Source: an optimization exercise on an open RTL-to-GDS flow (aim: small area, a short achievable clock period and few clock cycles). Production flows keep margins and buffers that such runs may drop.
Only simulation tests tie the RTL to the original design; equivalence was not proved.
No activity file was given, so power comes from the tool's default toggle rates.

==> flow/design.v <==
module cache(
    clk,
    proc_reset,
    proc_read,
    proc_write,
    proc_addr,
    proc_rdata,
    proc_wdata,
    proc_stall,
    mem_read,
    mem_write,
    mem_addr,
    mem_rdata,
    mem_wdata,
    mem_ready
);
    input          clk;
    input          proc_reset;
    input          proc_read, proc_write;
    input   [29:0] proc_addr;
    input   [31:0] proc_wdata;
    output         proc_stall;
    output  [31:0] proc_rdata;
    input  [127:0] mem_rdata;
    input          mem_ready;
    output         mem_read, mem_write;
    output  [27:0] mem_addr;
    output [127:0] mem_wdata;
    reg [127:0] data  [0:7];
    reg  [24:0] tag   [0:7];
    reg   [7:0] valid;
    reg   [7:0] dirty;
    reg         st_acc;      
    reg         st_hit;      
    reg         st_wb;       
    reg         st_rd;       
    reg         mem_read_q, mem_write_q;
    reg  [27:0] mem_addr_q;
    reg [127:0] blk_q;       
    reg   [3:0] hsel_q;      
    reg   [3:0] fsel_q;      
    integer b, w;
    wire  [2:0] idx  = proc_addr[4:2];
    wire [24:0] ptag = proc_addr[29:5];
    wire  [3:0] word = 4'd1 << proc_addr[1:0];
    wire  [7:0] blk  = 8'd1 << idx;
    wire        req  = proc_read | proc_write;
    wire [24:0] tag_idx = tag[idx];
    wire        vd      = |(blk & valid & dirty);
    reg   [7:0] match;
    always @(*)
        for (b = 0; b < 8; b = b + 1)
            match[b] = valid[b] & (tag[b] == ptag);
    wire        hit     = |(blk & match);
    wire        look    = st_acc & req;
    wire        fill    = st_rd & mem_ready;
    reg [127:0] sel_blk;
    always @(*) begin
        sel_blk = 128'd0;
        for (b = 0; b < 8; b = b + 1)
            sel_blk = sel_blk | (data[b] & {128{blk[b]}});
    end
    reg [31:0] rword;
    always @(*) begin
        rword = 32'd0;
        for (w = 0; w < 4; w = w + 1)
            rword = rword | (blk_q[32*w +: 32] & {32{hsel_q[w]}})
                          | (mem_rdata[32*w +: 32] & {32{fsel_q[w]}});
    end
    reg [127:0] wdata;
    reg   [3:0] wsel;
    always @(*) begin
        wsel = {4{proc_write}} & word;
        for (w = 0; w < 4; w = w + 1)
            wdata[32*w +: 32] = wsel[w] ? proc_wdata : mem_rdata[32*w +: 32];
    end
    assign proc_stall = ~(st_hit | fill);
    assign proc_rdata = rword;
    assign mem_read   = mem_read_q;
    assign mem_write  = mem_write_q;
    assign mem_addr   = mem_addr_q;
    assign mem_wdata  = blk_q;
    always @(posedge clk) begin
        blk_q      <= sel_blk;
        hsel_q     <= {4{look & hit}} & word;
        fsel_q     <= {4{~(look & hit)}} & word;
        mem_addr_q <= {(st_acc & vd) ? tag_idx : ptag, idx};
    end
    always @(posedge clk) begin
        if (proc_reset) begin
            st_acc      <= 1'b1;
            st_hit      <= 1'b0;
            st_wb       <= 1'b0;
            st_rd       <= 1'b0;
            mem_read_q  <= 1'b0;
            mem_write_q <= 1'b0;
        end else begin
            st_acc      <= (st_acc & ~req) | st_hit | fill;
            st_hit      <= look & hit;
            st_wb       <= (look & ~hit & vd) | (st_wb & ~mem_ready);
            st_rd       <= (look & ~hit & ~vd) | (st_wb & mem_ready) | (st_rd & ~mem_ready);
            mem_read_q  <= (look & ~hit & ~vd) | (st_wb & mem_ready);
            mem_write_q <= look & ~hit & vd;
        end
    end
    always @(posedge clk) begin
        for (b = 0; b < 8; b = b + 1) begin
            for (w = 0; w < 4; w = w + 1)
                if (blk[b] & (fill | (st_hit & wsel[w])))
                    data[b][32*w +: 32] <= wdata[32*w +: 32];
            if (blk[b] & fill)
                tag[b] <= ptag;
            if (blk[b] & (fill | (st_hit & proc_write)))
                dirty[b] <= proc_write;
        end
    end
    always @(posedge clk) begin
        if (proc_reset)
            valid <= 8'd0;
        else
            for (b = 0; b < 8; b = b + 1)
                if (blk[b] & fill)
                    valid[b] <= 1'b1;
    end
endmodule
export LEC_CHECK = 0
export CAP_MARGIN = 20
export CORE_MARGIN = 2
export CORE_UTILIZATION = 66
export CTS_CLUSTER_DIAMETER = 100
export CTS_CLUSTER_SIZE = 20
export PLACE_DENSITY = 0.72
export SETUP_SLACK_MARGIN = 2.2
export SLEW_MARGIN = 20
create_clock -name core_clock -period 5.0 [get_ports {clk}]
standard.sh (not shown) runs the stock make flow with config.mk's settings and CLKGATE_MAP_FILE= SYNTH_SCRIPT=/design/flow/synth_recipe.tcl, a recipe that flattens the netlist after the stock synthesis.
==> flow/flow/run.sh <==
#!/bin/bash
# The standard layout (the standard.sh: unchanged synthesis and steps)
# with two changes to how it is placed:
#  - the input and output port buffers are the smallest buffer cell
#    (sky130_fd_sc_hd__buf_1) instead of clkdlybuf4s50_1; timing repair
#    still resizes any of them that limit timing;
#  - before pin placement, flow/pins.tcl groups the ports of each data bit
#    side by side on the die edge (see gen/make_pins.py).
# make's full output goes to standard.log; each ORFS step keeps its own log
# under orfs/logs/.
set -uo pipefail
here=$(pwd)
export BUFFER_PORTS_ARGS="-buffer_cell sky130_fd_sc_hd__buf_1"
export PRE_IO_PLACEMENT_TCL="$here/flow/pins.tcl"
bash standard.sh > standard.log 2>&1
Other scripts of this flow, unchanged in this note and not shown: flow/flow/pins.tcl
Testbench counts at the start, summed over its fixed seeds: cycles 154,099.
Change:
--- a/flow/design.v
+++ b/flow/design.v
@@ -37,10 +37,13 @@
     reg         mem_read_q, mem_write_q;
     reg  [27:0] mem_addr_q;
     reg [127:0] blk_q;       
     reg   [3:0] hsel_q;      
     reg   [3:0] fsel_q;      
+    reg   [7:0] blk_r;       
+    reg   [3:0] wsel_r;      
+    reg         wr_r;        
     integer b, w;
     wire  [2:0] idx  = proc_addr[4:2];
     wire [24:0] ptag = proc_addr[29:5];
     wire  [3:0] word = 4'd1 << proc_addr[1:0];
     wire  [7:0] blk  = 8'd1 << idx;
@@ -49,11 +52,11 @@
     wire        vd      = |(blk & valid & dirty);
     reg   [7:0] match;
     always @(*)
         for (b = 0; b < 8; b = b + 1)
             match[b] = valid[b] & (tag[b] == ptag);
-    wire        hit     = |(blk & match);
+    wire        hit     = match[idx];
     wire        look    = st_acc & req;
     wire        fill    = st_rd & mem_ready;
     reg [127:0] sel_blk;
     always @(*) begin
         sel_blk = 128'd0;
@@ -70,22 +73,25 @@
     reg [127:0] wdata;
     reg   [3:0] wsel;
     always @(*) begin
         wsel = {4{proc_write}} & word;
         for (w = 0; w < 4; w = w + 1)
-            wdata[32*w +: 32] = wsel[w] ? proc_wdata : mem_rdata[32*w +: 32];
+            wdata[32*w +: 32] = wsel_r[w] ? proc_wdata : mem_rdata[32*w +: 32];
     end
     assign proc_stall = ~(st_hit | fill);
     assign proc_rdata = rword;
     assign mem_read   = mem_read_q;
     assign mem_write  = mem_write_q;
     assign mem_addr   = mem_addr_q;
     assign mem_wdata  = blk_q;
     always @(posedge clk) begin
         blk_q      <= sel_blk;
-        hsel_q     <= {4{look & hit}} & word;
-        fsel_q     <= {4{~(look & hit)}} & word;
+        hsel_q     <= {4{st_acc}} & word;
+        fsel_q     <= {4{~st_acc}} & word;
+        blk_r      <= blk;
+        wsel_r     <= wsel;
+        wr_r       <= proc_write;
         mem_addr_q <= {(st_acc & vd) ? tag_idx : ptag, idx};
     end
     always @(posedge clk) begin
         if (proc_reset) begin
             st_acc      <= 1'b1;
@@ -104,22 +110,22 @@
         end
     end
     always @(posedge clk) begin
         for (b = 0; b < 8; b = b + 1) begin
             for (w = 0; w < 4; w = w + 1)
-                if (blk[b] & (fill | (st_hit & wsel[w])))
+                if (blk_r[b] & (fill | (st_hit & wsel_r[w])))
                     data[b][32*w +: 32] <= wdata[32*w +: 32];
-            if (blk[b] & fill)
+            if (blk_r[b] & fill)
                 tag[b] <= ptag;
-            if (blk[b] & (fill | (st_hit & proc_write)))
-                dirty[b] <= proc_write;
+            if (blk_r[b] & (fill | (st_hit & wr_r)))
+                dirty[b] <= wr_r;
         end
     end
     always @(posedge clk) begin
         if (proc_reset)
             valid <= 8'd0;
         else
             for (b = 0; b < 8; b = b + 1)
-                if (blk[b] & fill)
+                if (blk_r[b] & fill)
                     valid[b] <= 1'b1;
     end
 endmodule
Result:
- utilization came out lower by 0.24 points
- sequential power is about the same
- register-to-register slack is worse by 0.08 ns
- clock power came out higher by about 3%
- count of clock-buffer cells in the layout came out higher by 8
- worst setup slack is worse by 0.025 ns
- hold slack is worse by 0.017 ns
- critical path depth came out lower by 5
- power came out higher by 3.0%
- wire length came out lower by 0.90%
- maximum frequency came out lower by 0.88%
- synthesized cell count came out lower by 0.62%
- final area barely changes
Testbench counts after the change, summed over its fixed seeds: cycles 154,099.

* * *

Starts from the design.v that is shown in full above.
==> flow/config.mk <==
export PLATFORM = sky130hd
export DESIGN_NAME = cache
export DESIGN_NICKNAME = cache
export VERILOG_FILES = /design/flow/design.v
export SDC_FILE = /design/flow/constraint.sdc
export NUM_CORES = 4
export LEC_CHECK = 0
export CAP_MARGIN = 20
export CORE_MARGIN = 2
export CORE_UTILIZATION = 60
export CTS_CLUSTER_DIAMETER = 100
export CTS_CLUSTER_SIZE = 20
export SETUP_SLACK_MARGIN = 2.2
export SLEW_MARGIN = 20
==> flow/constraint.sdc <==
create_clock -name core_clock -period 5.0 [get_ports {clk}]
set_input_delay 1.0000 -clock core_clock [delete_from_list [all_inputs] [get_ports {clk}]]
set_output_delay 1.0000 -clock core_clock [all_outputs]
set_load 0.01 [all_outputs]
Scripts as last shown in full above: flow/flow/run.sh
Other scripts of this flow, unchanged in this note and not shown: flow/flow/pins.tcl
Testbench counts at the start, summed over its fixed seeds: cycles 154,099.
Edit:
--- a/flow/design.v
+++ b/flow/design.v
@@ -39,6 +39,9 @@
     reg [127:0] blk_q;       
     reg   [3:0] hsel_q;      
     reg   [3:0] fsel_q;      
+    reg   [7:0] blk_r;       
+    reg   [3:0] wsel_r;      
+    reg         wr_r;        
     integer b, w;
     wire  [2:0] idx  = proc_addr[4:2];
     wire [24:0] ptag = proc_addr[29:5];
@@ -51,7 +54,7 @@
     always @(*)
         for (b = 0; b < 8; b = b + 1)
             match[b] = valid[b] & (tag[b] == ptag);
-    wire        hit     = |(blk & match);
+    wire        hit     = match[idx];
     wire        look    = st_acc & req;
     wire        fill    = st_rd & mem_ready;
     reg [127:0] sel_blk;
@@ -72,7 +75,7 @@
     always @(*) begin
         wsel = {4{proc_write}} & word;
         for (w = 0; w < 4; w = w + 1)
-            wdata[32*w +: 32] = wsel[w] ? proc_wdata : mem_rdata[32*w +: 32];
+            wdata[32*w +: 32] = wsel_r[w] ? proc_wdata : mem_rdata[32*w +: 32];
     end
     assign proc_stall = ~(st_hit | fill);
     assign proc_rdata = rword;
@@ -82,8 +85,11 @@
     assign mem_wdata  = blk_q;
     always @(posedge clk) begin
         blk_q      <= sel_blk;
-        hsel_q     <= {4{look & hit}} & word;
-        fsel_q     <= {4{~(look & hit)}} & word;
+        hsel_q     <= {4{st_acc}} & word;
+        fsel_q     <= {4{~st_acc}} & word;
+        blk_r      <= blk;
+        wsel_r     <= wsel;
+        wr_r       <= proc_write;
         mem_addr_q <= {(st_acc & vd) ? tag_idx : ptag, idx};
     end
     always @(posedge clk) begin
@@ -106,12 +112,12 @@
     always @(posedge clk) begin
         for (b = 0; b < 8; b = b + 1) begin
             for (w = 0; w < 4; w = w + 1)
-                if (blk[b] & (fill | (st_hit & wsel[w])))
+                if (blk_r[b] & (fill | (st_hit & wsel_r[w])))
                     data[b][32*w +: 32] <= wdata[32*w +: 32];
-            if (blk[b] & fill)
+            if (blk_r[b] & fill)
                 tag[b] <= ptag;
-            if (blk[b] & (fill | (st_hit & proc_write)))
-                dirty[b] <= proc_write;
+            if (blk_r[b] & (fill | (st_hit & wr_r)))
+                dirty[b] <= wr_r;
         end
     end
     always @(posedge clk) begin
@@ -119,7 +125,7 @@
             valid <= 8'd0;
         else
             for (b = 0; b < 8; b = b + 1)
-                if (blk[b] & fill)
+                if (blk_r[b] & fill)
                     valid[b] <= 1'b1;
     end
 endmodule
- The new run finished clean
- clock power climbs by about 3%
- die area is higher by about 0.7%
- register-to-register slack loses 0.09 ns
- via count barely changes
- cell area goes up by about 0.9%
- clock-buffer cell count rose by 9
- area after synthesis went up by about 0.7%
- first-iteration DRC count rises by 4.2%
- routed wire length rises by about 0.8%
- worst setup slack is worse by 0.017 ns
- sequential share of layout area shrinks by 0.13 points
- total power is higher by about 2.7%
- hold slack gets worse by 0.0096 ns
Testbench counts after the change, summed over its fixed seeds: cycles 154,099.

==> port drivers added, routing unchanged <==
How much do the figures lean on ideal ports? The routed layouts below were timed once more, with nothing changed but the port constraints.
Step 1, drivers: a clkbuf_16 drives clk and a buf_2 each remaining input, both assumed.
Step 2 times the ports against the registers' clock, not the clock port: input delays grow and output delays shrink by t, the midpoint of the rising clock arrivals with the driver on.
Slacks: no drivers / after step 1 / after step 2; pairs: no drivers / after step 1.
run	shift t [ns]	slack for setup (ns)	pins driven straight from the clock port
the first run of note 1	0.734	2.211 / 2.079 / 1.345	1
the second run of note 1	0.724	2.186 / 2.118 / 1.544	1
the first run of note 2	0.728	2.198 / 2.130 / 1.448	1
the second run of note 2	0.728	2.181 / 2.134 / 1.506	1
After both steps every run listed still meets setup and hold. For the first run of note 1, which loses most, drivers alone change the setup slack by -0.132 ns; drivers and shift together by -0.866 ns.
